Context: an optimization exercise on an open-source flow, tuned for small area. The choices shown serve that exercise and are no tape-out recipe.
Function was checked by simulation only, so behaviour that the tests miss may differ from the original.
No activity file was given, so power comes from the tool's default toggle rates.

## flow/design.v (module list and top-level ports; edited modules follow where they fit)
// module node_aut: 146 lines
// module node_aut_block: 146 lines
// module node_aut_block1: 146 lines
// module node_aut_block2: 146 lines
// module path_aut: 200 lines
// module path_aut_block: 200 lines
// module path_aut_block1: 200 lines
// module path_aut_block2: 199 lines
// module path_aut_block3: 200 lines
// module path_aut_block4: 200 lines
// module path_aut_block5: 200 lines
// module NA1_SA: 73 lines
// module NA2_AV: 73 lines
// module NA3_RV: 73 lines
// module NA4_F1: 73 lines
// module NA5_F2: 73 lines
// module NA6_S1: 73 lines
// module NA7_S2: 73 lines
// module PA1_1to2: 38 lines
// module PA2_2to3: 38 lines
// module PA3_1to4: 38 lines
// module PA4_1to6: 38 lines
// module PA5_4to5: 38 lines
// module PA6_6to7: 38 lines
// module PA7_5to7: 38 lines
// module PAC: 78 lines
// module case2mod_new: 401 lines
module case2mod_new
          (
           clk,
           reset,
           clk_enable,
           AP,
           VP,
           SArest,
           AVforw,
           PAC_en,
           PVC_en,
           ce_out,
           NA1Out,
           NA2Out,
           NA3Out,
           NA4Out,
           NA5Out,
           NA6Out,
           NA7Out
          );
  // ...
==> flow/run.sh <==
#!/bin/bash
# synth_recipe.tcl (not shown) runs the flow's synth.tcl, then flattens the netlist and writes it again
# the make line also repeats each setting of config.mk as NAME=value (left out here)
make -C /OpenROAD-flow-scripts/flow DESIGN_CONFIG=/design/flow/config.mk WORK_HOME=/design/flow/orfs CLKGATE_MAP_FILE= SYNTH_SCRIPT=/design/flow/synth_recipe.tcl finish
==> flow/config.mk <==
export PLATFORM = sky130hd
export DESIGN_NAME = case2mod_new
export DESIGN_NICKNAME = case2mod_new
export VERILOG_FILES = /design/flow/design.v
export SDC_FILE = /design/flow/constraint.sdc
export NUM_CORES = 4
export LEC_CHECK = 0
export CAP_MARGIN = 20
export CORE_MARGIN = 2
export CORE_UTILIZATION = 40
export SLEW_MARGIN = 20
==> flow/constraint.sdc <==
create_clock -name core_clock -period 10.0 [get_ports {clk}]
set_input_delay 2.0000 -clock core_clock [delete_from_list [all_inputs] [get_ports {clk}]]
set_output_delay 2.0000 -clock core_clock [all_outputs]
set_load 0.01 [all_outputs]
==> summary.md, run 1 <==
| Metric | Value |
|---|---|
| Status | `complete, no violations` |
| Mean post-synth cell area | `between 8 and 9 um2` |
| Instance count on the critical path | `17` |
| Most common cell after layout, fill and taps aside | `nand2_1` |
| Hold_buf cts | `0` |
| Vias in the first global route | `47.0k` |
| Layout Cells excl Fill | `8382` |
| Maximum number of pins on one net before global-route repair | `167` |
| Synth Area in XOR/XNOR | `0.0361` |
| Largest cell class | `multi-input combinational cells` |
| Ranking of synthesized cells by area | `dfrtp_1 (36%), dfstp_2 (6.5%), nand2_1 (6.2%)` |
| CTS Buf Count | `105` |
| Count of final setup violators | `0` |
| FF/Latch Area | `approximately 0.023 mm2` |
| Simple-gate area share of the yosys netlist | `0.250` |
| Most Crowded Layer GR | `met2` |
| Total power | `16.3 mW` |
| Maximum vdd drop | `0.182 mV` |
| Internal power | `9.40 mW` |
| Met2 Wirelength | `65500 um` |
| I/O pins | `47` |
| Met2 usage | `0.329` |
| Nets@finish | `6651` |
| Avg Vias per Cell | `5.81` |
| Critical path arrival | `7.43 ns` |
| Fraction of synthesized area in multiplexers | `0.0148` |
| Setup_tns | `0 ns` |
| Filler cells | `13.2k` |
| Post-Synth Adder-Cell Area | `0.0242` |
| Clock Power Share | `0.259` |
| Worst-Margin Slew | `1.16 ns` |
| Setup crit start | `AVforw[3]` |
==> module path_aut, before the edit <==
module path_aut
          (
           clk,
           reset,
           enb,
           inActive1,
           inActive2,
           forw_param,
           pathTimerEn,
           pathTimerEx,
           outActive1,
           outActive2,
           state
          );
  input   clk;
  input   reset;
  input   enb;
  input   inActive1;
  input   inActive2;
  input   [15:0] forw_param;   
  input   [15:0] pathTimerEn;   
  input   [15:0] pathTimerEx;   
  output  outActive1;
  output  outActive2;
  output  [7:0] state;   
  parameter [15:0] bck_param = 132;   
  parameter is_PathAutomaton_IN_AntegradeConduction = 3'd0, is_PathAutomaton_IN_Conflict = 3'd1, is_PathAutomaton_IN_Double = 3'd2, is_PathAutomaton_IN_Idle = 3'd3, is_PathAutomaton_IN_RetrogradeConduction = 3'd4;
  reg [2:0] is_PathAutomaton;   
  reg [15:0] forw_timer_cur;   
  reg [15:0] bck_timer_cur;   
  reg [15:0] bck_timer_def;   
  reg [15:0] forw_timer_def;   
  reg  idle_st;
  reg  outActive1_reg;
  reg  outActive2_reg;
  reg [7:0] state_reg;   
  reg [2:0] is_PathAutomaton_next;   
  reg [15:0] forw_timer_cur_next;   
  reg [15:0] bck_timer_cur_next;   
  reg [15:0] bck_timer_def_next;   
  reg [15:0] forw_timer_def_next;   
  reg  idle_st_next;
  reg  outActive1_reg_next;
  reg  outActive2_reg_next;
  reg [7:0] state_reg_next;   
  reg [15:0] forw_timer_cur_temp;   
  reg [15:0] bck_timer_cur_temp;   
  reg [15:0] bck_timer_def_temp;   
  reg [15:0] forw_timer_def_temp;   
  reg [31:0] mul_temp;   
  reg signed [31:0] cast;   
  reg [31:0] mul_temp_0;   
  reg signed [31:0] cast_0;   
  reg [31:0] mul_temp_1;   
  reg [31:0] mul_temp_2;   
  always @(posedge clk or posedge reset)
    begin : SimpleModeling_c5_syHRalblCJibqLyxg4M5rt_path_aut_process
      if (reset == 1'b1) begin
        forw_timer_cur <= 16'd0;
        bck_timer_cur <= 16'd0;
        bck_timer_def <= 16'd0;
        forw_timer_def <= 16'd0;
        state_reg <= 8'd0;
        outActive1_reg <= 1'b0;
        outActive2_reg <= 1'b0;
        is_PathAutomaton <= is_PathAutomaton_IN_Idle;
        idle_st <= 1'b1;
      end
      else begin
        if (enb) begin
          is_PathAutomaton <= is_PathAutomaton_next;
          forw_timer_cur <= forw_timer_cur_next;
          bck_timer_cur <= bck_timer_cur_next;
          bck_timer_def <= bck_timer_def_next;
          forw_timer_def <= forw_timer_def_next;
          idle_st <= idle_st_next;
          outActive1_reg <= outActive1_reg_next;
          outActive2_reg <= outActive2_reg_next;
          state_reg <= state_reg_next;
        end
      end
    end
  always @(is_PathAutomaton, forw_timer_cur, bck_timer_cur, inActive1, inActive2,
       bck_timer_def, forw_timer_def, forw_param, idle_st, pathTimerEn,
       pathTimerEx, outActive1_reg, outActive2_reg, state_reg) begin
    forw_timer_cur_temp = forw_timer_cur;
    bck_timer_cur_temp = bck_timer_cur;
    bck_timer_def_temp = bck_timer_def;
    forw_timer_def_temp = forw_timer_def;
    outActive1_reg_next = outActive1_reg;
    outActive2_reg_next = outActive2_reg;
    state_reg_next = state_reg;
    is_PathAutomaton_next = is_PathAutomaton;
    idle_st_next = idle_st;
    if ((pathTimerEn > 16'b0000000000000000) && idle_st) begin
      mul_temp = forw_param * pathTimerEn;
      cast = mul_temp;
      forw_timer_def_temp = cast[15:0];
      forw_timer_cur_temp = forw_timer_def_temp;
    end
    else if ((pathTimerEn > 16'b0000000000000000) &&  ! idle_st) begin
      mul_temp_0 = forw_param * pathTimerEn;
      cast_0 = mul_temp_0;
      forw_timer_def_temp = cast_0[15:0];
    end
    if ((pathTimerEx > 16'b0000000000000000) && idle_st) begin
      mul_temp_1 = bck_param * pathTimerEx;
      bck_timer_def_temp = mul_temp_1[15:0];
      bck_timer_cur_temp = bck_timer_def_temp;
    end
    else if ((pathTimerEx > 16'b0000000000000000) &&  ! idle_st) begin
      mul_temp_2 = bck_param * pathTimerEx;
      bck_timer_def_temp = mul_temp_2[15:0];
    end
    case ( is_PathAutomaton)
      is_PathAutomaton_IN_AntegradeConduction :
        begin
          if (inActive2) begin
            is_PathAutomaton_next = is_PathAutomaton_IN_Double;
          end
          else if ((forw_timer_cur_temp == 16'b0000000000000000) &&  ! inActive2) begin
            forw_timer_cur_temp = forw_timer_def_temp;
            outActive2_reg_next = 1'b1;
            is_PathAutomaton_next = is_PathAutomaton_IN_Conflict;
          end
          else begin
            forw_timer_cur_temp = forw_timer_cur_temp - 16'd1;
            outActive1_reg_next = 1'b0;
            idle_st_next = 1'b0;
            state_reg_next = 8'd2;
          end
        end
      is_PathAutomaton_IN_Conflict :
        begin
          outActive2_reg_next = 1'b0;
          outActive1_reg_next = 1'b0;
          is_PathAutomaton_next = is_PathAutomaton_IN_Idle;
          idle_st_next = 1'b1;
        end
      is_PathAutomaton_IN_Double :
        begin
          if (bck_timer_cur_temp == 16'b0000000000000000) begin
            bck_timer_cur_temp = bck_timer_def_temp;
            outActive1_reg_next = 1'b1;
            is_PathAutomaton_next = is_PathAutomaton_IN_AntegradeConduction;
          end
          else if ((forw_timer_cur_temp != 16'b0000000000000000) && (bck_timer_cur_temp != 16'b0000000000000000)) begin
            forw_timer_cur_temp = forw_timer_def_temp;
            bck_timer_cur_temp = bck_timer_def_temp;
            is_PathAutomaton_next = is_PathAutomaton_IN_Conflict;
          end
          else if (forw_timer_cur_temp == 16'b0000000000000000) begin
            forw_timer_cur_temp = forw_timer_def_temp;
            outActive2_reg_next = 1'b1;
            is_PathAutomaton_next = is_PathAutomaton_IN_RetrogradeConduction;
          end
          else begin
            forw_timer_cur_temp = forw_timer_cur_temp - 16'b0000000000000001;
            bck_timer_cur_temp = bck_timer_cur_temp - 16'b0000000000000001;
            state_reg_next = 8'd5;
          end
        end
      is_PathAutomaton_IN_Idle :
        begin
          if (inActive1) begin
            is_PathAutomaton_next = is_PathAutomaton_IN_AntegradeConduction;
          end
          else if (( ! inActive1) && inActive2) begin
            is_PathAutomaton_next = is_PathAutomaton_IN_RetrogradeConduction;
          end
          else begin
            state_reg_next = 8'd1;
          end
        end
      default :
        begin
          if ((bck_timer_cur_temp == 16'b0000000000000000) &&  ! inActive1) begin
            bck_timer_cur_temp = bck_timer_def_temp;
            outActive1_reg_next = 1'b1;
            is_PathAutomaton_next = is_PathAutomaton_IN_Conflict;
          end
          else if (inActive1) begin
            is_PathAutomaton_next = is_PathAutomaton_IN_Double;
          end
          else begin
            bck_timer_cur_temp = bck_timer_cur_temp - 16'd1;
            outActive2_reg_next = 1'b0;
            state_reg_next = 8'd3;
          end
        end
    endcase
    forw_timer_cur_next = forw_timer_cur_temp;
    bck_timer_cur_next = bck_timer_cur_temp;
    bck_timer_def_next = bck_timer_def_temp;
    forw_timer_def_next = forw_timer_def_temp;
  end
  assign outActive1 = outActive1_reg_next;
  assign outActive2 = outActive2_reg_next;
  assign state = state_reg_next;
endmodule   
==> module PAC, before the edit <==
module PAC
          (
           clk,
           reset,
           enb,
           st_en,
           count_def,
           act,
           PVC
          );
  input   clk;
  input   reset;
  input   enb;
  input   st_en;
  input   [15:0] count_def;   
  input   act;
  output  PVC;
  parameter is_SimpleModeling_c8_PVC_IN_Count = 2'd0, is_SimpleModeling_c8_PVC_IN_Wait = 2'd1, is_SimpleModeling_c8_PVC_IN_start = 2'd2;
  reg [1:0] is_SimpleModeling_c8_PVC;   
  reg [15:0] count;   
  reg  PVC_reg;
  reg [1:0] is_SimpleModeling_c8_PVC_next;   
  reg [15:0] count_next;   
  reg  PVC_reg_next;
  always @(posedge clk or posedge reset)
    begin : SimpleModeling_c8_PVC_process
      if (reset == 1'b1) begin
        count <= 16'd0;
        PVC_reg <= 1'b0;
        is_SimpleModeling_c8_PVC <= is_SimpleModeling_c8_PVC_IN_Wait;
      end
      else begin
        if (enb) begin
          is_SimpleModeling_c8_PVC <= is_SimpleModeling_c8_PVC_next;
          count <= count_next;
          PVC_reg <= PVC_reg_next;
        end
      end
    end
  always @(is_SimpleModeling_c8_PVC, st_en, count_def, act, count, PVC_reg) begin
    PVC_reg_next = PVC_reg;
    is_SimpleModeling_c8_PVC_next = is_SimpleModeling_c8_PVC;
    count_next = count;
    case ( is_SimpleModeling_c8_PVC)
      is_SimpleModeling_c8_PVC_IN_Count :
        begin
          if (count == 16'b0000000000000000) begin
            PVC_reg_next = 1'b1;
            is_SimpleModeling_c8_PVC_next = is_SimpleModeling_c8_PVC_IN_Wait;
          end
          else begin
            PVC_reg_next = 1'b0;
            count_next = count - 16'd1;
          end
        end
      is_SimpleModeling_c8_PVC_IN_Wait :
        begin
          if (st_en) begin
            is_SimpleModeling_c8_PVC_next = is_SimpleModeling_c8_PVC_IN_start;
          end
          else begin
            PVC_reg_next = 1'b0;
          end
        end
      default :
        begin
          if (act) begin
            count_next = count_def;
            is_SimpleModeling_c8_PVC_next = is_SimpleModeling_c8_PVC_IN_Count;
          end
          else begin
            PVC_reg_next = 1'b0;
          end
        end
    endcase
  end
  assign PVC = PVC_reg_next;
endmodule   
==> module case2mod_new, before the edit <==
module case2mod_new
          (
           clk,
           reset,
           clk_enable,
           AP,
           VP,
           SArest,
           AVforw,
           PAC_en,
           PVC_en,
           ce_out,
           NA1Out,
           NA2Out,
           NA3Out,
           NA4Out,
           NA5Out,
           NA6Out,
           NA7Out
          );
  input   clk;
  input   reset;
  input   clk_enable;
  input   AP;
  input   VP;
  input   [15:0] SArest;   
  input   [15:0] AVforw;   
  input   PAC_en;
  input   PVC_en;
  output  ce_out;
  output  NA1Out;
  output  NA2Out;
  output  NA3Out;
  output  NA4Out;
  output  NA5Out;
  output  NA6Out;
  output  NA7Out;
  wire [15:0] PVC_count_out1;   
  wire [15:0] NA3_tRest_out1;   
  wire [15:0] NA2_tRest_out1;   
  wire [15:0] PA1_forw_out1;   
  wire [15:0] PA4_forw_out1;   
  wire [15:0] NA6_tRest_out1;   
  wire [15:0] PA6_forw_out1;   
  wire [15:0] NA7_tRest_out1;   
  wire [15:0] PA7_forw_out1;   
  wire [15:0] NA5_tRest_out1;   
  wire [15:0] PA5_forw_out1;   
  wire [15:0] NA4_tRest_out1;   
  wire [15:0] PA3_forw_out1;   
  wire [15:0] PAC_count_out1;   
  wire Active;
  wire Active_1;
  wire PVC;
  wire PVC_1;
  wire outActive1;
  wire outActive1_1;
  wire [15:0] path_timer;   
  wire [15:0] path_timer_1;   
  wire [15:0] path_timer_2;   
  wire [15:0] path_timer_3;   
  wire outActive2;
  wire outActive2_1;
  wire [15:0] path_timer_4;   
  wire [15:0] path_timer_5;   
  wire [15:0] path_timer_6;   
  wire outActive2_2;
  wire outActive2_3;
  wire [15:0] path_timer_7;   
  wire [15:0] path_timer_8;   
  wire [15:0] path_timer_9;   
  wire outActive2_4;
  wire outActive2_5;
  wire [15:0] path_timer_10;   
  wire [15:0] path_timer_11;   
  wire [15:0] path_timer_12;   
  wire Active_2;
  wire Active_3;
  wire [15:0] path_timer_13;   
  wire [15:0] path_timer_14;   
  wire Active_4;
  wire Active_5;
  wire Active_6;
  wire outActive2_6;
  wire [7:0] state;   
  wire outActive2_7;
  wire outActive1_2;
  wire outActive1_3;
  wire NA6_OR_out1;
  wire [7:0] state_1;   
  wire Active_7;
  wire outActive2_8;
  wire [7:0] state_2;   
  wire outActive2_9;
  wire NA7_OR_out1;
  wire [7:0] state_3;   
  wire Active_8;
  wire Active_9;
  wire Active_10;
  wire outActive1_4;
  wire [7:0] state_4;   
  wire outActive1_5;
  wire NA5_OR_out1;
  wire [7:0] state_5;   
  wire Active_11;
  wire Active_12;
  wire Active_13;
  wire outActive1_6;
  wire [7:0] state_6;   
  wire outActive1_7;
  wire NA4_OR_out1;
  wire [7:0] state_7;   
  wire Active_14;
  wire Active_15;
  wire outActive1_8;
  wire [7:0] state_8;   
  wire outActive1_9;
  wire [15:0] path_timer_15;   
  wire [15:0] path_timer_16;   
  wire [15:0] path_timer_17;   
  wire outActive2_10;
  wire outActive2_11;
  wire [15:0] path_timer_18;   
  wire [15:0] path_timer_19;   
  wire [15:0] path_timer_20;   
  wire Active_16;
  wire Active_17;
  wire PVC_out1;
  wire PVC_2;
  wire outActive2_12;
  wire outActive2_13;
  wire NA3_OR_out1;
  wire [7:0] state_9;   
  wire Active_18;
  wire Active_19;
  wire Active_20;
  wire outActive1_10;
  wire [7:0] state_10;   
  wire outActive1_11;
  wire NA2_OR_out1;
  wire [7:0] state_11;   
  wire Active_21;
  wire Active_22;
  wire outActive1_12;
  wire [7:0] state_12;   
  wire outActive1_13;
  wire NA1_OR_out1;
  wire [7:0] state_13;   
  wire Active_23;
  wire Active_24;
  wire Active_25;
  wire Active_26;
  wire Active_27;
  wire Active_28;
  wire Active_29;
  assign PVC_count_out1 = 16'b0000000110010000;
  assign NA3_tRest_out1 = 16'b0010011100001111;
  assign NA2_tRest_out1 = 16'b0010011100001111;
  assign PA1_forw_out1 = 16'b0000000000010110;
  assign PA4_forw_out1 = 16'b0000000000010000;
  assign NA6_tRest_out1 = 16'b0010011100001111;
  assign PA6_forw_out1 = 16'b0000000000100100;
  assign NA7_tRest_out1 = 16'b0010011100001111;
  assign PA7_forw_out1 = 16'b0000000000100110;
  assign NA5_tRest_out1 = 16'b0010011100001111;
  assign PA5_forw_out1 = 16'b0000000000010100;
  assign NA4_tRest_out1 = 16'b0010011100001111;
  assign PA3_forw_out1 = 16'b0000000000101111;
  assign PAC_count_out1 = 16'b0000000011010010;
  assign Active_1 = Active;
  PAC   u_PAC   (.clk(clk),
                 .reset(reset),
                 .enb(clk_enable),
                 .st_en(PAC_en),
                 .count_def(PAC_count_out1),   
                 .act(Active_1),
                 .PVC(PVC)
                 );
  assign PVC_1 = PVC;
  assign outActive1_1 = outActive1;
  assign path_timer_1 = path_timer;
  assign path_timer_3 = path_timer_2;
  assign outActive2_1 = outActive2;
  assign path_timer_5 = path_timer_4;
  assign path_timer_6 = path_timer;
  assign outActive2_3 = outActive2_2;
  assign path_timer_8 = path_timer_7;
  assign path_timer_9 = path_timer_4;
  assign outActive2_5 = outActive2_4;
  assign path_timer_10 = path_timer_7;
  assign path_timer_12 = path_timer_11;
  assign Active_3 = Active_2;
  assign path_timer_13 = path_timer_11;
  assign path_timer_14 = path_timer_2;
  assign Active_5 = Active_4;
  assign Active_6 = Active;
  PA4_1to6   u_PA4_1to6   (.clk(clk),
                           .reset(reset),
                           .enb(clk_enable),
                           .inActive1(Active_6),
                           .inActive2(Active_5),
                           .pathTimerEn(path_timer_14),   
                           .pathTimerEx(path_timer_13),   
                           .forw_param(PA4_forw_out1),   
                           .outActive1(outActive1),
                           .outActive2(outActive2_6),
                           .state(state)   
                           );
  assign outActive2_7 = outActive2_6;
  assign outActive1_3 = outActive1_2;
  assign NA6_OR_out1 = outActive1_3 | outActive2_7;
  NA6_S1   u_NA6_S1   (.clk(clk),
                       .reset(reset),
                       .enb(clk_enable),
                       .inActive(NA6_OR_out1),
                       .Trest_def(NA6_tRest_out1),   
                       .Active(Active_4),
                       .State(state_1),   
                       .path_timer(path_timer_11)   
                       );
  assign Active_7 = Active_4;
  PA6_6to7   u_PA6_6to7   (.clk(clk),
                           .reset(reset),
                           .enb(clk_enable),
                           .inActive1(Active_7),
                           .inActive2(Active_3),
                           .pathTimerEn(path_timer_12),   
                           .pathTimerEx(path_timer_10),   
                           .forw_param(PA6_forw_out1),   
                           .outActive1(outActive1_2),
                           .outActive2(outActive2_8),
                           .state(state_2)   
                           );
  assign outActive2_9 = outActive2_8;
  assign NA7_OR_out1 = outActive2_9 | outActive2_5;
  NA7_S2   u_NA7_S2   (.clk(clk),
                       .reset(reset),
                       .enb(clk_enable),
                       .inActive(NA7_OR_out1),
                       .Trest_def(NA7_tRest_out1),   
                       .Active(Active_2),
                       .State(state_3),   
                       .path_timer(path_timer_7)   
                       );
  assign Active_8 = Active_2;
  assign Active_10 = Active_9;
  PA7_5to7   u_PA7_5to7   (.clk(clk),
                           .reset(reset),
                           .enb(clk_enable),
                           .inActive1(Active_10),
                           .inActive2(Active_8),
                           .pathTimerEn(path_timer_9),   
                           .pathTimerEx(path_timer_8),   
                           .forw_param(PA7_forw_out1),   
                           .outActive1(outActive1_4),
                           .outActive2(outActive2_4),
                           .state(state_4)   
                           );
  assign outActive1_5 = outActive1_4;
  assign NA5_OR_out1 = outActive1_5 | outActive2_3;
  NA5_F2   u_NA5_F2   (.clk(clk),
                       .reset(reset),
                       .enb(clk_enable),
                       .inActive(NA5_OR_out1),
                       .Trest_def(NA5_tRest_out1),   
                       .Active(Active_9),
                       .State(state_5),   
                       .path_timer(path_timer_4)   
                       );
  assign Active_11 = Active_9;
  assign Active_13 = Active_12;
  PA5_4to5   u_PA5_4to5   (.clk(clk),
                           .reset(reset),
                           .enb(clk_enable),
                           .inActive1(Active_13),
                           .inActive2(Active_11),
                           .pathTimerEn(path_timer_6),   
                           .pathTimerEx(path_timer_5),   
                           .forw_param(PA5_forw_out1),   
                           .outActive1(outActive1_6),
                           .outActive2(outActive2_2),
                           .state(state_6)   
                           );
  assign outActive1_7 = outActive1_6;
  assign NA4_OR_out1 = outActive1_7 | outActive2_1;
  NA4_F1   u_NA4_F1   (.clk(clk),
                       .reset(reset),
                       .enb(clk_enable),
                       .inActive(NA4_OR_out1),
                       .Trest_def(NA4_tRest_out1),   
                       .Active(Active_12),
                       .State(state_7),   
                       .path_timer(path_timer)   
                       );
  assign Active_14 = Active_12;
  assign Active_15 = Active;
  PA3_1to4   u_PA3_1to4   (.clk(clk),
                           .reset(reset),
                           .enb(clk_enable),
                           .inActive1(Active_15),
                           .inActive2(Active_14),
                           .pathTimerEn(path_timer_3),   
                           .pathTimerEx(path_timer_1),   
                           .forw_param(PA3_forw_out1),   
                           .outActive1(outActive1_8),
                           .outActive2(outActive2),
                           .state(state_8)   
                           );
  assign outActive1_9 = outActive1_8;
  assign path_timer_16 = path_timer_15;
  assign path_timer_17 = path_timer_2;
  assign outActive2_11 = outActive2_10;
  assign path_timer_19 = path_timer_18;
  assign path_timer_20 = path_timer_15;
  assign Active_17 = Active_16;
  PAC   u_PVC   (.clk(clk),
                 .reset(reset),
                 .enb(clk_enable),
                 .st_en(PVC_en),
                 .count_def(PVC_count_out1),   
                 .act(Active_17),
                 .PVC(PVC_out1)
                 );
  assign PVC_2 = PVC_out1;
  assign outActive2_13 = outActive2_12;
  assign NA3_OR_out1 = PVC_2 | (outActive2_13 | VP);
  NA3_RV   u_NA3_RV   (.clk(clk),
                       .reset(reset),
                       .enb(clk_enable),
                       .inActive(NA3_OR_out1),
                       .Trest_def(NA3_tRest_out1),   
                       .Active(Active_16),
                       .State(state_9),   
                       .path_timer(path_timer_18)   
                       );
  assign Active_18 = Active_16;
  assign Active_20 = Active_19;
  PA2_2to3   u_PA2_2to3   (.clk(clk),
                           .reset(reset),
                           .enb(clk_enable),
                           .inActive1(Active_20),
                           .inActive2(Active_18),
                           .pathTimerEn(path_timer_20),   
                           .pathTimerEx(path_timer_19),   
                           .forw_param(AVforw),   
                           .outActive1(outActive1_10),
                           .outActive2(outActive2_12),
                           .state(state_10)   
                           );
  assign outActive1_11 = outActive1_10;
  assign NA2_OR_out1 = outActive1_11 | outActive2_11;
  NA2_AV   u_NA2_AV   (.clk(clk),
                       .reset(reset),
                       .enb(clk_enable),
                       .inActive(NA2_OR_out1),
                       .Trest_def(NA2_tRest_out1),   
                       .Active(Active_19),
                       .State(state_11),   
                       .path_timer(path_timer_15)   
                       );
  assign Active_21 = Active_19;
  assign Active_22 = Active;
  PA1_1to2   u_PA1_1to2   (.clk(clk),
                           .reset(reset),
                           .enb(clk_enable),
                           .inActive1(Active_22),
                           .inActive2(Active_21),
                           .pathTimerEn(path_timer_17),   
                           .pathTimerEx(path_timer_16),   
                           .forw_param(PA1_forw_out1),   
                           .outActive1(outActive1_12),
                           .outActive2(outActive2_10),
                           .state(state_12)   
                           );
  assign outActive1_13 = outActive1_12;
  assign NA1_OR_out1 = PVC_1 | (AP | (outActive1_1 | (outActive1_13 | outActive1_9)));
  NA1_SA   u_NA1_SA   (.clk(clk),
                       .reset(reset),
                       .enb(clk_enable),
                       .inActive(NA1_OR_out1),
                       .Trest_def(SArest),   
                       .Active(Active),
                       .State(state_13),   
                       .path_timer(path_timer_2)   
                       );
  assign Active_23 = Active;
  assign NA1Out = Active_23;
  assign Active_24 = Active_19;
  assign NA2Out = Active_24;
  assign Active_25 = Active_16;
  assign NA3Out = Active_25;
  assign Active_26 = Active_12;
  assign NA4Out = Active_26;
  assign Active_27 = Active_9;
  assign NA5Out = Active_27;
  assign Active_28 = Active_4;
  assign NA6Out = Active_28;
  assign Active_29 = Active_2;
  assign NA7Out = Active_29;
  assign ce_out = clk_enable;
endmodule   
==> run 2: changes to the inputs <==
==> flow/design.v (replaced) <==
module node_fix
  #(parameter W = 14,
    parameter [W-1:0] TERP = 200,
    parameter [W-1:0] TRRP = 100,
    parameter [W-1:0] TREST = 9999)
  (input  clk,
   input  reset,
   input  enb,
   input  inExt,
   output Active,
   output pt_nz,
   output pt_3);
  localparam [1:0] S_REST = 2'd0, S_ERP = 2'd1, S_RRP = 2'd2;
  reg activeMem, inActiveMem, pm_nz, pm_3;
  reg [1:0] st;
  reg [W-1:0] c;
  wire node_in = activeMem | inExt;
  wire rest = (st == S_REST);
  wire cz = (c == {W{1'b0}});
  wire fire = rest & ~node_in & cz;
  always @(posedge clk or posedge reset)
    if (reset) begin
      activeMem   <= 1'b0;
      inActiveMem <= 1'b0;
      pm_nz       <= 1'b0;
      pm_3        <= 1'b0;
      st          <= S_REST;
      c           <= TREST;
    end else if (enb) begin
      activeMem   <= fire;
      inActiveMem <= inExt;
      pm_nz       <= node_in;
      pm_3        <= node_in & ~rest;
      if (node_in) begin
        st <= S_ERP;
        c  <= TERP;
      end else if (cz) begin
        case (st)
          S_ERP:   begin st <= S_RRP;  c <= TRRP;  end
          S_RRP:   begin st <= S_REST; c <= TREST; end
          default: begin st <= S_ERP;  c <= TERP;  end
        endcase
      end else begin
        c <= c - 1'b1;
      end
    end
  assign Active = activeMem | inActiveMem;
  assign pt_nz  = pm_nz;
  assign pt_3   = pm_3;
endmodule
module node_sa
  #(parameter [7:0] TERP = 200,
    parameter [7:0] TRRP = 100,
    parameter [15:0] TREST_INIT = 300)
  (input  clk,
   input  reset,
   input  enb,
   input  inExt,
   input  [15:0] Trest_def,
   output Active,
   output pt_nz,
   output pt_3);
  localparam [1:0] S_REST = 2'd0, S_ERP = 2'd1, S_RRP = 2'd2;
  reg activeMem, inActiveMem, pm_nz, pm_3;
  reg [1:0] st;
  reg [15:0] r;
  reg [7:0] e;
  wire node_in = activeMem | inExt;
  wire rest = (st == S_REST);
  wire rz = (r == 16'd0);
  wire ez = (e == 8'd0);
  wire fire = rest & ~node_in & rz;
  always @(posedge clk or posedge reset)
    if (reset) begin
      activeMem   <= 1'b0;
      inActiveMem <= 1'b0;
      pm_nz       <= 1'b0;
      pm_3        <= 1'b0;
      st          <= S_REST;
      r           <= TREST_INIT;
      e           <= TERP;
    end else if (enb) begin
      activeMem   <= fire;
      inActiveMem <= inExt;
      pm_nz       <= node_in;
      pm_3        <= node_in & ~rest;
      case (st)
        S_ERP: begin
          if (node_in) e <= TERP;
          else if (ez) begin st <= S_RRP; e <= TRRP; end
          else e <= e - 1'b1;
        end
        S_RRP: begin
          if (node_in) begin st <= S_ERP; e <= TERP; end
          else if (ez) st <= S_REST;
          else e <= e - 1'b1;
        end
        default: begin
          if (node_in | rz) begin
            st <= S_ERP;
            e  <= TERP;
            r  <= Trest_def;
          end else begin
            r <= r - 1'b1;
          end
        end
      endcase
    end
  assign Active = activeMem | inActiveMem;
  assign pt_nz  = pm_nz;
  assign pt_3   = pm_3;
endmodule
module path_aut
  #(parameter VARF = 0,
    parameter FW = 16,
    parameter [FW-1:0] F1 = 0,    
    parameter [FW-1:0] F3 = 0,    
    parameter BW = 16,
    parameter [BW-1:0] B1 = 0,
    parameter [BW-1:0] B3 = 0)
  (input  clk,
   input  reset,
   input  enb,
   input  in1,
   input  in2,
   input  en_nz,
   input  en_3,
   input  ex_nz,
   input  ex_3,
   input  [15:0] forw,
   output out1,
   output out2);
  localparam [2:0] S_ANTE = 3'd0, S_CONF = 3'd1, S_DBL = 3'd2, S_IDLE = 3'd3, S_RETRO = 3'd4;
  reg [2:0] st;
  reg idle, o1, o2;
  reg [FW-1:0] fcur;
  reg [BW-1:0] bcur;
  reg [1:0] bdef_c;
  reg [2:0] st_n;
  reg idle_n, o1_n, o2_n;
  reg [FW-1:0] fcur_n;
  reg [BW-1:0] bcur_n;
  wire [FW-1:0] fnew;
  wire [FW-1:0] fdef;
  generate
    if (VARF) begin : g_varf
      reg [FW-1:0] fdef_r;
      wire [FW-1:0] f1 = forw[FW-1:0];
      assign fnew = en_3 ? (f1 + {f1[FW-2:0], 1'b0}) : f1;
      always @(posedge clk or posedge reset)
        if (reset) fdef_r <= {FW{1'b0}};
        else if (enb & en_nz) fdef_r <= fnew;
      assign fdef = fdef_r;
    end else begin : g_constf
      reg [1:0] fdef_c;
      assign fnew = en_3 ? F3 : F1;
      always @(posedge clk or posedge reset)
        if (reset) fdef_c <= 2'b00;
        else if (enb & en_nz) fdef_c <= {1'b1, en_3};
      assign fdef = fdef_c[1] ? (fdef_c[0] ? F3 : F1) : {FW{1'b0}};
    end
  endgenerate
  wire [BW-1:0] bnew = ex_3 ? B3 : B1;
  wire [BW-1:0] bdef = bdef_c[1] ? (bdef_c[0] ? B3 : B1) : {BW{1'b0}};
  wire [FW-1:0] fdef_t = en_nz ? fnew : fdef;
  wire [FW-1:0] fcur_t = (en_nz & idle) ? fnew : fcur;
  wire [BW-1:0] bdef_t = ex_nz ? bnew : bdef;
  wire [BW-1:0] bcur_t = (ex_nz & idle) ? bnew : bcur;
  wire fz = (fcur_t == {FW{1'b0}});
  wire bz = (bcur_t == {BW{1'b0}});
  always @* begin
    st_n   = st;
    idle_n = idle;
    o1_n   = o1;
    o2_n   = o2;
    fcur_n = fcur_t;
    bcur_n = bcur_t;
    case (st)
      S_ANTE: begin
        if (in2) st_n = S_DBL;
        else if (fz) begin
          fcur_n = fdef_t;
          o2_n   = 1'b1;
          st_n   = S_CONF;
        end else begin
          fcur_n = fcur_t - 1'b1;
          o1_n   = 1'b0;
          idle_n = 1'b0;
        end
      end
      S_CONF: begin
        o1_n   = 1'b0;
        o2_n   = 1'b0;
        st_n   = S_IDLE;
        idle_n = 1'b1;
      end
      S_DBL: begin
        if (bz) begin
          bcur_n = bdef_t;
          o1_n   = 1'b1;
          st_n   = S_ANTE;
        end else if (!fz) begin
          fcur_n = fdef_t;
          bcur_n = bdef_t;
          st_n   = S_CONF;
        end else begin
          fcur_n = fdef_t;
          o2_n   = 1'b1;
          st_n   = S_RETRO;
        end
      end
      S_IDLE: begin
        if (in1) st_n = S_ANTE;
        else if (in2) st_n = S_RETRO;
      end
      default: begin
        if (bz & !in1) begin
          bcur_n = bdef_t;
          o1_n   = 1'b1;
          st_n   = S_CONF;
        end else if (in1) st_n = S_DBL;
        else begin
          bcur_n = bcur_t - 1'b1;
          o2_n   = 1'b0;
        end
      end
    endcase
  end
  always @(posedge clk or posedge reset)
    if (reset) begin
      st     <= S_IDLE;
      idle   <= 1'b1;
      o1     <= 1'b0;
      o2     <= 1'b0;
      fcur   <= {FW{1'b0}};
      bcur   <= {BW{1'b0}};
      bdef_c <= 2'b00;
    end else if (enb) begin
      st     <= st_n;
      idle   <= idle_n;
      o1     <= o1_n;
      o2     <= o2_n;
      fcur   <= fcur_n;
      bcur   <= bcur_n;
      if (ex_nz) bdef_c <= {1'b1, ex_3};
    end
  assign out1 = o1_n;
  assign out2 = o2_n;
endmodule
module PAC
  #(parameter W = 9,
    parameter [W-1:0] DEF = 210)
  (input  clk,
   input  reset,
   input  enb,
   input  st_en,
   input  act,
   output PVC);
  localparam [1:0] S_COUNT = 2'd0, S_WAIT = 2'd1, S_START = 2'd2;
  reg [1:0] st;
  reg [W-1:0] count;
  reg pvc;
  reg pvc_n;
  always @* begin
    pvc_n = pvc;
    case (st)
      S_COUNT: pvc_n = (count == {W{1'b0}});
      S_WAIT:  if (!st_en) pvc_n = 1'b0;
      default: if (!act) pvc_n = 1'b0;
    endcase
  end
  always @(posedge clk or posedge reset)
    if (reset) begin
      st    <= S_WAIT;
      count <= {W{1'b0}};
      pvc   <= 1'b0;
    end else if (enb) begin
      pvc <= pvc_n;
      case (st)
        S_COUNT:
          if (count == {W{1'b0}}) st <= S_WAIT;
          else count <= count - 1'b1;
        S_WAIT:
          if (st_en) st <= S_START;
        default:
          if (act) begin
            count <= DEF;
            st    <= S_COUNT;
          end
      endcase
    end
  assign PVC = pvc_n;
endmodule
`timescale 1 ns / 1 ns
module case2mod_new
  (input  clk,
   input  reset,
   input  clk_enable,
   input  AP,
   input  VP,
   input  [15:0] SArest,
   input  [15:0] AVforw,
   input  PAC_en,
   input  PVC_en,
   output ce_out,
   output NA1Out,
   output NA2Out,
   output NA3Out,
   output NA4Out,
   output NA5Out,
   output NA6Out,
   output NA7Out);
  wire enb = clk_enable;
  wire a1, a2, a3, a4, a5, a6, a7;                  
  wire n1, n2, n3, n4, n5, n6, n7;                  
  wire t1, t2, t3, t4, t5, t6, t7;                  
  wire p1o1, p1o2, p2o1, p2o2, p3o1, p3o2, p4o1, p4o2;
  wire p5o1, p5o2, p6o1, p6o2, p7o1, p7o2;
  wire pac, pvc;
  PAC #(.W(8), .DEF(8'd210)) u_PAC
    (.clk(clk), .reset(reset), .enb(enb), .st_en(PAC_en), .act(a1), .PVC(pac));
  PAC #(.W(9), .DEF(9'd400)) u_PVC
    (.clk(clk), .reset(reset), .enb(enb), .st_en(PVC_en), .act(a3), .PVC(pvc));
  node_sa #(.TERP(8'd200), .TRRP(8'd100), .TREST_INIT(16'd300)) u_NA1
    (.clk(clk), .reset(reset), .enb(enb),
     .inExt(pac | AP | p4o1 | p1o1 | p3o1), .Trest_def(SArest),
     .Active(a1), .pt_nz(n1), .pt_3(t1));
  node_fix #(.W(14), .TERP(14'd200), .TRRP(14'd100), .TREST(14'd9999)) u_NA2
    (.clk(clk), .reset(reset), .enb(enb), .inExt(p2o1 | p1o2),
     .Active(a2), .pt_nz(n2), .pt_3(t2));
  node_fix #(.W(14), .TERP(14'd250), .TRRP(14'd100), .TREST(14'd9999)) u_NA3
    (.clk(clk), .reset(reset), .enb(enb), .inExt(pvc | p2o2 | VP),
     .Active(a3), .pt_nz(n3), .pt_3(t3));
  node_fix #(.W(14), .TERP(14'd250), .TRRP(14'd100), .TREST(14'd9999)) u_NA4
    (.clk(clk), .reset(reset), .enb(enb), .inExt(p5o1 | p3o2),
     .Active(a4), .pt_nz(n4), .pt_3(t4));
  node_fix #(.W(14), .TERP(14'd250), .TRRP(14'd100), .TREST(14'd9999)) u_NA5
    (.clk(clk), .reset(reset), .enb(enb), .inExt(p7o1 | p5o2),
     .Active(a5), .pt_nz(n5), .pt_3(t5));
  node_fix #(.W(14), .TERP(14'd150), .TRRP(14'd100), .TREST(14'd9999)) u_NA6
    (.clk(clk), .reset(reset), .enb(enb), .inExt(p6o1 | p4o2),
     .Active(a6), .pt_nz(n6), .pt_3(t6));
  node_fix #(.W(14), .TERP(14'd150), .TRRP(14'd100), .TREST(14'd9999)) u_NA7
    (.clk(clk), .reset(reset), .enb(enb), .inExt(p6o2 | p7o2),
     .Active(a7), .pt_nz(n7), .pt_3(t7));
  path_aut #(.FW(7), .F1(7'd22), .F3(7'd66), .BW(9), .B1(9'd132), .B3(9'd396)) u_PA1
    (.clk(clk), .reset(reset), .enb(enb), .in1(a1), .in2(a2),
     .en_nz(n1), .en_3(t1), .ex_nz(n2), .ex_3(t2), .forw(16'd0),
     .out1(p1o1), .out2(p1o2));
  path_aut #(.VARF(1), .FW(16), .BW(9), .B1(9'd144), .B3(9'd432)) u_PA2
    (.clk(clk), .reset(reset), .enb(enb), .in1(a2), .in2(a3),
     .en_nz(n2), .en_3(t2), .ex_nz(n3), .ex_3(t3), .forw(AVforw),
     .out1(p2o1), .out2(p2o2));
  path_aut #(.FW(8), .F1(8'd47), .F3(8'd141), .BW(15), .B1(15'd32767), .B3(15'd32765)) u_PA3
    (.clk(clk), .reset(reset), .enb(enb), .in1(a1), .in2(a4),
     .en_nz(n1), .en_3(t1), .ex_nz(n4), .ex_3(t4), .forw(16'd0),
     .out1(p3o1), .out2(p3o2));
  path_aut #(.FW(6), .F1(6'd16), .F3(6'd48), .BW(6), .B1(6'd16), .B3(6'd48)) u_PA4
    (.clk(clk), .reset(reset), .enb(enb), .in1(a1), .in2(a6),
     .en_nz(n1), .en_3(t1), .ex_nz(n6), .ex_3(t6), .forw(16'd0),
     .out1(p4o1), .out2(p4o2));
  path_aut #(.FW(6), .F1(6'd20), .F3(6'd60), .BW(6), .B1(6'd20), .B3(6'd60)) u_PA5
    (.clk(clk), .reset(reset), .enb(enb), .in1(a4), .in2(a5),
     .en_nz(n4), .en_3(t4), .ex_nz(n5), .ex_3(t5), .forw(16'd0),
     .out1(p5o1), .out2(p5o2));
  path_aut #(.FW(7), .F1(7'd36), .F3(7'd108), .BW(7), .B1(7'd36), .B3(7'd108)) u_PA6
    (.clk(clk), .reset(reset), .enb(enb), .in1(a6), .in2(a7),
     .en_nz(n6), .en_3(t6), .ex_nz(n7), .ex_3(t7), .forw(16'd0),
     .out1(p6o1), .out2(p6o2));
  path_aut #(.FW(7), .F1(7'd38), .F3(7'd114), .BW(7), .B1(7'd38), .B3(7'd114)) u_PA7
    (.clk(clk), .reset(reset), .enb(enb), .in1(a5), .in2(a7),
     .en_nz(n5), .en_3(t5), .ex_nz(n7), .ex_3(t7), .forw(16'd0),
     .out1(p7o1), .out2(p7o2));
  assign NA1Out = a1;
  assign NA2Out = a2;
  assign NA3Out = a3;
  assign NA4Out = a4;
  assign NA5Out = a5;
  assign NA6Out = a6;
  assign NA7Out = a7;
  assign ce_out = clk_enable;
endmodule
==> summary.md, run 2 <==
| Metric | Value |
|---|---|
| CTS Buf Count | `45 (was 105)` |
| Ant. Diodes | `0 (unchanged)` |
| DR DRC count | `0 (unchanged)` |
| Post-synthesis cell count | `3116 (was 6599)` |
| Area fraction of the dominant cell type after synthesis | `0.287 (was 0.356)` |
| Avg Vias per Cell | `6.03 (was 5.81)` |
| Fin crit period | `6.10 ns (was 6.81 ns)` |
| Total power | `7.66 mW (was 16.3 mW)` |
| Clock Power Share | `0.226 (was 0.259)` |
| Hold_buf cts | `0 (unchanged)` |
| Clk latency of the worst-skew pair | `0.59 ns (was 0.73 ns)` |
| Maximum number of pins on one net before global-route repair | `133 (was 167)` |
| Clock-pin slew on the worst setup and hold paths | `0.06 ns (about the same)` |
| First-pass GRT wire length | `114000 um (was 243000 um)` |
| Most common cell in the synthesized netlist | `nand2_1 (unchanged)` |
| DIE AREA | `0.0636 mm2 (was 0.138 mm2)` |
| Dpl hpwl | `45800 um (was 94600 um)` |
| Drt pass-1 iters | `6 (unchanged)` |
| Sw Share | `0.428 (was 0.424)` |
| RSZ-0062 raised after global routing | `false (unchanged)` |
| Top cells by count, synth | `nand2_1 (418), nor2_1 (310), o21ai_0 (301) (was nand2_1 (889), nor2_1 (785), dfrtp_1 (771))` |
| CP max FO | `14 (unchanged)` |
| Tcrit/Tclk final | `0.610 (was 0.681)` |
| Initial antenna violation count | `0 (unchanged)` |
| Routability cong. | `0.883 (was 0.863)` |
| Final core utilization | `0.450 (was 0.446)` |
| Critical Path End Type | `flop (unchanged)` |
| I/O pins | `47 (unchanged)` |
| Synth-to-layout area growth | `10.6% (was 11.1%)` |
| Async SR Flop Fraction | `1.00 (unchanged)` |
| Starting Density | `0.407 (was 0.401)` |
| Max-cap violations | `0 (unchanged)` |
| Max-slew violations | `0 (unchanged)` |
| Fmax | `0.164 GHz (was 0.147 GHz)` |
| Gate power share | `0.424 (was 0.413)` |
| Number of clock sinks | `361 (was 906)` |
| Gr usage total | `0.211 (was 0.207)` |
| Wirelength per Cell | `17.4 um (was 17.2 um)` |
| Max-slew headroom | `0.316 (was 0.219)` |
| # resized after CTS | `0 (unchanged)` |
| Share of layout cells above drive strength 1 | `0.0828 (was 0.0780)` |
| CP most frequent cell | `nor2_1 (was ha_1)` |
| Post-synth top area cell | `dfrtp_1 (unchanged)` |
| Most frequent cells in the layout | `nand2_1 (418), nor2_1 (308), o21ai_0 (301), a21oi_1 (296), dfrtp_1 (283) (was nand2_1 (888), nor2_1 (783), dfrtp_1 (771), o21ai_0 (621), a21oi_1 (502))` |
| H-tree Lvls | `2 (was 3)` |
| Synthesized net count | `3219 (was 6742)` |
| CP peak stage delay | `0.66 ns (was 0.71 ns)` |
| Sw power | `3.28 mW (was 6.93 mW)` |
| Nets@finish | `3168 (was 6651)` |
| Maximum vdd drop | `0.149 mV (was 0.182 mV)` |
| Ranking of synthesized cells by area | `dfrtp_1 (29%), dfstp_2 (8.3%), nand2_1 (6.4%) (was dfrtp_1 (36%), dfstp_2 (6.5%), nand2_1 (6.2%))` |
| Synth Cell Area | `0.0246 mm2 (was 0.0542 mm2)` |
| Status | `complete, no violations (unchanged)` |
| Antenna-violating nets left | `0 (unchanged)` |
| Hold Vio Cnt, Final | `0 (unchanged)` |
| Site row count | `90 (was 135)` |
| EDFF count, synth | `0 (unchanged)` |
| DRT iter0 DRCs | `1795 (was 4212)` |
| Post-CTS Setup Repair Bufs | `0 (unchanged)` |
| Seq pwr share | `0.350 (was 0.328)` |
| Total congestion overflow | `0 (unchanged)` |
| Critical Path RT | `10.47 ns (was 10.62 ns)` |
| Max Root-Sink Buffers | `3 (unchanged)` |
| Distinct cells, synth | `92 (was 89)` |
| Total Wirelength | `67600 um (was 144000 um)` |
| Most common cell after layout, fill and taps aside | `nand2_1 (unchanged)` |
| CTS tree | `done (unchanged)` |
| Critical path arrival | `6.57 ns (was 7.43 ns)` |
| Count of final setup violators | `0 (unchanged)` |
| Via count | `23.4k (was 48.7k)` |
| LEAKAGE | `10.8 nW (was 25.3 nW)` |
| Sequential share of the synthesized area | `0.371 (was 0.422)` |
| PD cells | `281 mW/mm2 (was 272 mW/mm2)` |
| Ys flop type | `dfrtp_1 (unchanged)` |
| Final clock skew | `0.0294 ns (was 0.0430 ns)` |
| Clock root buffer | `clkbuf_16 (unchanged)` |
| Port Buffers | `46 (unchanged)` |
| Setup Crit Path Kind | `in -> reg (unchanged)` |
| Startpoint Class | `primary input (unchanged)` |
| Vias in the first global route | `22.7k (was 47.0k)` |
| Worst path slowest cell | `and3_1 (was o21ai_1)` |
| Worst-Margin Slew | `1.02 ns (was 1.16 ns)` |
| Register bit total from synthesis | `361 (was 906)` |
| Biggest regs | `u_NA1.r: 16 flops, u_PA2.fcur: 16 flops, u_PA2.g_varf.fdef_r: 16 flops` |
| Die width | `252 um (was 372 um)` |
| Syn. warnings | `13 (was 19)` |
| Setup_tns | `0 ns (unchanged)` |
| Mean post-synth cell area | `7.91 um2 (was 8.21 um2)` |
| Worst Hold Class | `reg -> reg (unchanged)` |
| WHS | `0.480 ns (was 0.457 ns)` |
| Setup slack, reg-to-reg | `5.26 ns (was 3.66 ns)` |
| Internal power | `4.38 mW (was 9.40 mW)` |
| CP Cell Sequence | `clkdlybuf4s50_1 > ha_1 > inv_1 > fa_1 > nor2b_1 > o21a_1 > nor4_1 > nor3_1 > nand4bb_1 > a2111oi_4 > and3_1 > nor2_1 > nor2_1 > mux2_2 (was clkdlybuf4s50_1 > and2_1 > ha_1 > ha_1 > inv_1 > fa_1 > nand2b_1 > a21boi_0 > nor3_1 > o31a_1 > and3_1 > o2111a_1 > buf_4 > o21ai_1 > nand2_1 > o21ai_0 > mux2_2)` |
| Core box area | `0.0606 mm2 (was 0.135 mm2)` |
| Die Ht | `252 um (was 372 um)` |
-- run 2: changes by cell type after synthesis, moves of 144 or more --
cell	before	now
dfrtp_1	771	283
nand2_1	889	418
a21oi_1	502	296
nor3_1	251	107
and2_1	194	30
clkbuf_1	294	150
o21ai_0	625	301
nor2_1	785	310
-- run 2: worst max-delay path: cells and delay by family --
kind            cells  cell delay [ns]
simple gates        7             2.26
fa+ha+maj           2             0.65
buf+inv             2             0.65
compound gates      2             0.63
mux                 1             0.35
-- run 2: cells by family (layout without fill, tap and decap cells) --
group	Yosys count	count (layout)	share of synthesized area
AOI/OAI and AO/OA	1066	1066	0.273
DFF	361	361	0.371
and+or+nand+nor	1239	1239	0.237
buffers and inverters	277	263	0.0435
xor gates and xnor gates	62	62	0.0220
muxes	47	47	0.0203
adders and majority gates	64	64	0.0328
-- run 2: cell type report --
cell class	instances	area, um2
clock buffer	64	1340
clock inverter	20	244
fill	5953	33300
inverter	101	385
multi-input combinational	2478	14500
sequential	361	9130
tap	782	978
timing repair buffer	78	718
-- run 2: path summary, 6_finish.rpt --
path / from / end / depth (start not counted)
max: AVforw[0] / u_PA2.st[2] / 14
min: u_PA2.g_varf.fdef_r[10] / u_PA2.g_varf.fdef_r[10] / 2
max reg2reg: u_NA2.pm_nz / u_PA2.st[2] / 12
min reg2reg: u_PA2.g_varf.fdef_r[10] / u_PA2.g_varf.fdef_r[10] / 2
max in group asynchronous: reset / u_PA3.bcur[7] / 4
min in group asynchronous: reset / u_NA7.st[0] / 2
-- run 2: per-layer routing --
layer | global-route usage | share of wire
met5 | 0 | 0
met4 | 0.0527 | 0.018
met3 | 0.0264 | 0.045
met2 | 0.351 | 0.47
met1 | 0.290 | 0.47
-- run 2: power groups by stage --
stage | Clock, mW | Sequential [mW] | Combinational, mW
after floorplan | 0 | 2.37 | 2.68
after global placement | 0 | 2.65 | 3.12
after detailed placement | 0 | 2.67 | 3.21
after CTS | 1.78 | 2.66 | 3.23
after global routing | 1.85 | 2.77 | 3.67
final | 1.73 | 2.68 | 3.25
-- run 2: metrics by stage --
| stage | setup WS, ns | instances | area (um2) |
|---|---|---|---|
| 3_3_place_gp | 3.48 | 3800 | 25700 |
| 5_1_grt | 3.61 | 3884 | 27200 |
| 6_report | 3.90 | 3884 | 27200 |
| 2_1_floorplan | 3.22 | 3116 | 24600 |
| 3_5_place_dp | 3.36 | 3800 | 25700 |
| 4_1_cts | 3.97 | 3884 | 27200 |

static timing again, ports no longer ideal:
How much do the figures lean on ideal ports? The routed layouts below were timed once more, with nothing changed but the port constraints.
Step 1, drivers: a clkbuf_16 drives clk and a buf_2 each remaining input, both assumed.
Step 2 moves the port delays by t, midway between the first and last clock arrival at a register: inputs arrive t later, outputs are due t later. That takes back most of the time a late clock gives input paths.
Three values: no drivers, after step 1, after step 2; two values: the first two.
run | t, ns | setup WS [ns] | cell pins on the clock port's net
run 1 | 0.794 | 3.193 / 3.248 / 2.453 | 1
run 2 | 0.631 | 3.902 / 3.935 / 3.303 | 1
After both steps setup and hold are still met in every run listed. For run 1, which loses most, drivers alone change the setup slack by +0.055 ns; drivers and shift together by -0.740 ns.
